Background: an optimization exercise with open tools, aiming at small area, a short achievable clock period and few clock cycles per item. Do not read the settings as production practice. At most, simulation tests tie the RTL to the original design; equivalence was not proved. Power figures rest on the tool's default switching activity, not on a simulated workload.

==> flow/design.v <==
`timescale 1ns / 1ps
module fifo(
  input  logic        clk_i,
  input  logic        resetn_i,
  input  logic        push_i,
  input  logic [3:0]  data_i,
  input  logic        pop_i,
  output logic [3:0]  head_o,
  output logic [15:0] hsel_o,
  output logic        hvalid_o
);
  logic [3:0]  next [15:0];
  logic [3:0]  head, tail, head_next, head_new;
  logic [15:0] hsel;
  logic        hvalid;
  logic        more;
  assign head_o   = head;
  assign hsel_o   = hsel;
  assign hvalid_o = hvalid;
  assign more     = hvalid && ( head != tail );
  always @( posedge clk_i )
    for( int k = 0; k < 16; k++ )
      if( push_i && tail == k[3:0] )
        next[k] <= data_i;
  always @( posedge clk_i )
    if( push_i )
      tail <= data_i;
  always_comb
    begin
      head_next = '0;
      for( int k = 0; k < 16; k++ )
        head_next = head_next | ( next[k] & {4{hsel[k]}} );
    end
  assign head_new = ( pop_i && more ) ? head_next : data_i;
  always @( posedge clk_i )
    if( !resetn_i )
      hvalid <= 1'b0;
    else
      hvalid <= pop_i ? ( more || push_i ) : ( hvalid || push_i );
  always @( posedge clk_i )
    if( pop_i || !hvalid )
      begin
        head <= head_new;
        for( int k = 0; k < 16; k++ )
          hsel[k] <= ( head_new == k[3:0] );
      end
endmodule
`timescale 1ns / 1ps
module memory #(
  parameter DATA_WIDTH = 8
)(
  input  logic                  clk_i,
  input  logic                  resetn_i,
  input  logic [3:0]            waddr_i,
  input  logic                  wr_i,
  input  logic                  set_i,      
  input  logic [DATA_WIDTH-1:0] data_i,
  input  logic [15:0]           rsel_i,     
  input  logic                  clr_i,      
  output logic [DATA_WIDTH-1:0] data_o,
  output logic                  valid_o
);
  logic [15:0]           valid;
  logic [15:0]           wsel;
  logic [DATA_WIDTH-1:0] mem [15:0];
  always_comb
    for( int k = 0; k < 16; k++ )
      wsel[k] = wr_i && ( waddr_i == k[3:0] );
  always @( posedge clk_i )
    for( int k = 0; k < 16; k++ )
      if( wsel[k] )
        mem[k] <= data_i;
  always @( posedge clk_i )
    if( !resetn_i )
      valid <= '0;
    else
      for( int k = 0; k < 16; k++ )
        if( wsel[k] && set_i )
          valid[k] <= 1'b1;
        else if( rsel_i[k] && clr_i )
          valid[k] <= 1'b0;
  always_comb
    begin
      data_o  = '0;
      valid_o = 1'b0;
      for( int k = 0; k < 16; k++ )
        begin
          data_o  = data_o  | ( mem[k] & {DATA_WIDTH{rsel_i[k]}} );
          valid_o = valid_o | ( valid[k] & rsel_i[k] );
        end
    end
endmodule
`timescale 1ns / 1ps
module reorder_buffer #(
  parameter DATA_WIDTH = 32
)(
  input  logic                    clk,
  input  logic                    rst_n,
  input  logic            [3:0]   s_arid_i,
  input  logic                    s_arvalid_i,
  output logic                    s_arready_o,
  output logic [DATA_WIDTH-1:0]   s_rdata_o,
  output logic            [3:0]   s_rid_o,
  output logic                    s_rvalid_o,
  input  logic                    s_rready_i,
  output logic            [3:0]   m_arid_o,
  output logic                    m_arvalid_o,
  input  logic                    m_arready_i,
  input  logic [DATA_WIDTH-1:0]   m_rdata_i,
  input  logic            [3:0]   m_rid_i,
  input  logic                    m_rvalid_i,
  output logic                    m_rready_o
);
  logic                  ar_hand_shake;
  logic [3:0]            head_id;
  logic                  head_valid;
  logic [15:0]           head_sel;
  logic [DATA_WIDTH-1:0] stored_data;
  logic                  stored;
  logic                  arrives;
  logic                  load;
  logic                  out_valid;
  logic [3:0]            out_id;
  logic [DATA_WIDTH-1:0] out_data;
  assign m_arid_o      = s_arid_i;
  assign m_arvalid_o   = s_arvalid_i;
  assign s_arready_o   = m_arready_i;
  assign ar_hand_shake = s_arvalid_i && m_arready_i;
  assign m_rready_o    = 1'b1;
  fifo FIFO(
    .clk_i    ( clk ),
    .resetn_i ( rst_n ),
    .push_i   ( ar_hand_shake ),
    .data_i   ( s_arid_i ),
    .pop_i    ( load ),
    .head_o   ( head_id ),
    .hsel_o   ( head_sel ),
    .hvalid_o ( head_valid )
  );
  memory #(
    .DATA_WIDTH ( DATA_WIDTH )
  ) MEM (
    .clk_i    ( clk ),
    .resetn_i ( rst_n ),
    .waddr_i  ( m_rid_i ),
    .wr_i     ( m_rvalid_i ),
    .set_i    ( !( load && !stored ) ),
    .data_i   ( m_rdata_i ),
    .rsel_i   ( head_sel ),
    .clr_i    ( load ),
    .data_o   ( stored_data ),
    .valid_o  ( stored )
  );
  assign arrives = m_rvalid_i && ( m_rid_i == head_id );
  assign load    = head_valid && ( !out_valid || s_rready_i ) && ( stored || arrives );
  always @( posedge clk )
    if( !rst_n )
      out_valid <= 1'b0;
    else if( load )
      out_valid <= 1'b1;
    else if( s_rready_i )
      out_valid <= 1'b0;
  always @( posedge clk )
    if( load )
      begin
        out_id   <= head_id;
        out_data <= stored ? stored_data : m_rdata_i;
      end
  assign s_rvalid_o = out_valid;
  assign s_rid_o    = out_id;
  assign s_rdata_o  = out_data;
endmodule
clock: 4.7 ns
lec_check: 0
cap_margin: 20
core_margin: 2
core_utilization: 40
cts_cluster_diameter: 100
cts_cluster_size: 30
setup_slack_margin: 2.5
slew_margin: 20
run.sh (not shown) runs the stock make flow with config.mk's settings and CLKGATE_MAP_FILE= SYNTH_SCRIPT=/design/flow/synth_recipe.tcl, a recipe that flattens the netlist after the stock synthesis.
Edit:
--- a/flow/design.v
+++ b/flow/design.v
@@ -28,13 +28,13 @@
   always_comb
     begin
       head_next = '0;
       for( int k = 0; k < 16; k++ )
         head_next = head_next | ( next[k] & {4{hsel[k]}} );
     end
-  assign head_new = ( pop_i && more ) ? head_next : data_i;
+  assign head_new = more ? head_next : data_i;
   always @( posedge clk_i )
     if( !resetn_i )
       hvalid <= 1'b0;
     else
       hvalid <= pop_i ? ( more || push_i ) : ( hvalid || push_i );
   always @( posedge clk_i )
@@ -50,16 +50,16 @@
   parameter DATA_WIDTH = 8
 )(
   input  logic                  clk_i,
   input  logic                  resetn_i,
   input  logic [3:0]            waddr_i,
   input  logic                  wr_i,
-  input  logic                  set_i,      
   input  logic [DATA_WIDTH-1:0] data_i,
+  input  logic [3:0]            caddr_i,    
+  input  logic                  clr_i,
   input  logic [15:0]           rsel_i,     
-  input  logic                  clr_i,      
   output logic [DATA_WIDTH-1:0] data_o,
   output logic                  valid_o
 );
   logic [15:0]           valid;
   logic [15:0]           wsel;
   logic [DATA_WIDTH-1:0] mem [15:0];
@@ -72,23 +72,23 @@
         mem[k] <= data_i;
   always @( posedge clk_i )
     if( !resetn_i )
       valid <= '0;
     else
       for( int k = 0; k < 16; k++ )
-        if( wsel[k] && set_i )
+        if( wsel[k] )
           valid[k] <= 1'b1;
-        else if( rsel_i[k] && clr_i )
+        else if( clr_i && caddr_i == k[3:0] )
           valid[k] <= 1'b0;
   always_comb
     begin
       data_o  = '0;
       valid_o = 1'b0;
       for( int k = 0; k < 16; k++ )
         begin
-          data_o  = data_o  | ( mem[k] & {DATA_WIDTH{rsel_i[k]}} );
+          data_o  = data_o  | ( mem[k] & {DATA_WIDTH{rsel_i[k] && valid[k]}} );
           valid_o = valid_o | ( valid[k] & rsel_i[k] );
         end
     end
 endmodule
 `timescale 1ns / 1ps
 module reorder_buffer #(
@@ -116,12 +116,13 @@
   logic                  head_valid;
   logic [15:0]           head_sel;
   logic [DATA_WIDTH-1:0] stored_data;
   logic                  stored;
   logic                  arrives;
   logic                  load;
+  logic                  free;
   logic                  out_valid;
   logic [3:0]            out_id;
   logic [DATA_WIDTH-1:0] out_data;
   assign m_arid_o      = s_arid_i;
   assign m_arvalid_o   = s_arvalid_i;
   assign s_arready_o   = m_arready_i;
@@ -141,32 +142,33 @@
     .DATA_WIDTH ( DATA_WIDTH )
   ) MEM (
     .clk_i    ( clk ),
     .resetn_i ( rst_n ),
     .waddr_i  ( m_rid_i ),
     .wr_i     ( m_rvalid_i ),
-    .set_i    ( !( load && !stored ) ),
     .data_i   ( m_rdata_i ),
+    .caddr_i  ( s_arid_i ),
+    .clr_i    ( ar_hand_shake ),
     .rsel_i   ( head_sel ),
-    .clr_i    ( load ),
     .data_o   ( stored_data ),
     .valid_o  ( stored )
   );
   assign arrives = m_rvalid_i && ( m_rid_i == head_id );
-  assign load    = head_valid && ( !out_valid || s_rready_i ) && ( stored || arrives );
+  assign load    = head_valid && free && ( stored || arrives );
   always @( posedge clk )
     if( !rst_n )
       out_valid <= 1'b0;
     else if( load )
       out_valid <= 1'b1;
     else if( s_rready_i )
       out_valid <= 1'b0;
+  assign free = !out_valid || s_rready_i;
   always @( posedge clk )
-    if( load )
+    if( free )
       begin
         out_id   <= head_id;
-        out_data <= stored ? stored_data : m_rdata_i;
+        out_data <= stored_data | ( m_rdata_i & {DATA_WIDTH{!stored}} );
       end
   assign s_rvalid_o = out_valid;
   assign s_rid_o    = out_id;
   assign s_rdata_o  = out_data;
 endmodule
What happened: Wire length came out higher by roughly a tenth. Worst hold slack is better by 0.011 ns. Flip-flop and latch count stays the same. Global-route usage rose by 3.1 points. Sequential power falls slightly. Worst setup slack gets better by 0.026 ns. Design area decreases slightly. Synthesized area is lower by a few percent.
Testbench counts after the change, summed over its fixed seeds: cycles 15,082, items 8,192.
Only the layout flow was run in the first run of this note; the RTL was not checked for function there.

## what the ideal ports hide
How much do the figures lean on ideal ports? The routed layouts below were timed once more, with nothing changed but the port constraints. Step 1 sets driving cells, clkbuf_16 on the clock port and buf_2 on the other inputs (assumed; they add their load-dependent delay and slew). Step 2 times the ports against the registers' clock, not the clock port: input delays grow and output delays shrink by t, the midpoint of the rising clock arrivals with the driver on. Slacks: ideal / step 1 / step 2; pairs: ideal / step 1.
| run | t, ns | setup slack, ns | hold WS [ns] | worst data-port slew with drivers (ns) |
|---|---|---|---|---|
| the first run | 0.644 | 2.439 / 2.407 / 1.944 | 0.546 / 0.546 / 0.546 | 0.09 |
| the second run | 0.657 | 2.464 / 2.462 / 1.896 | 0.557 / 0.557 / 0.557 | 0.11 |
After both steps every run listed still meets setup and hold. The setup slack of the second run, which loses most, moves by -0.002 ns with the drivers and by -0.568 ns with both steps.
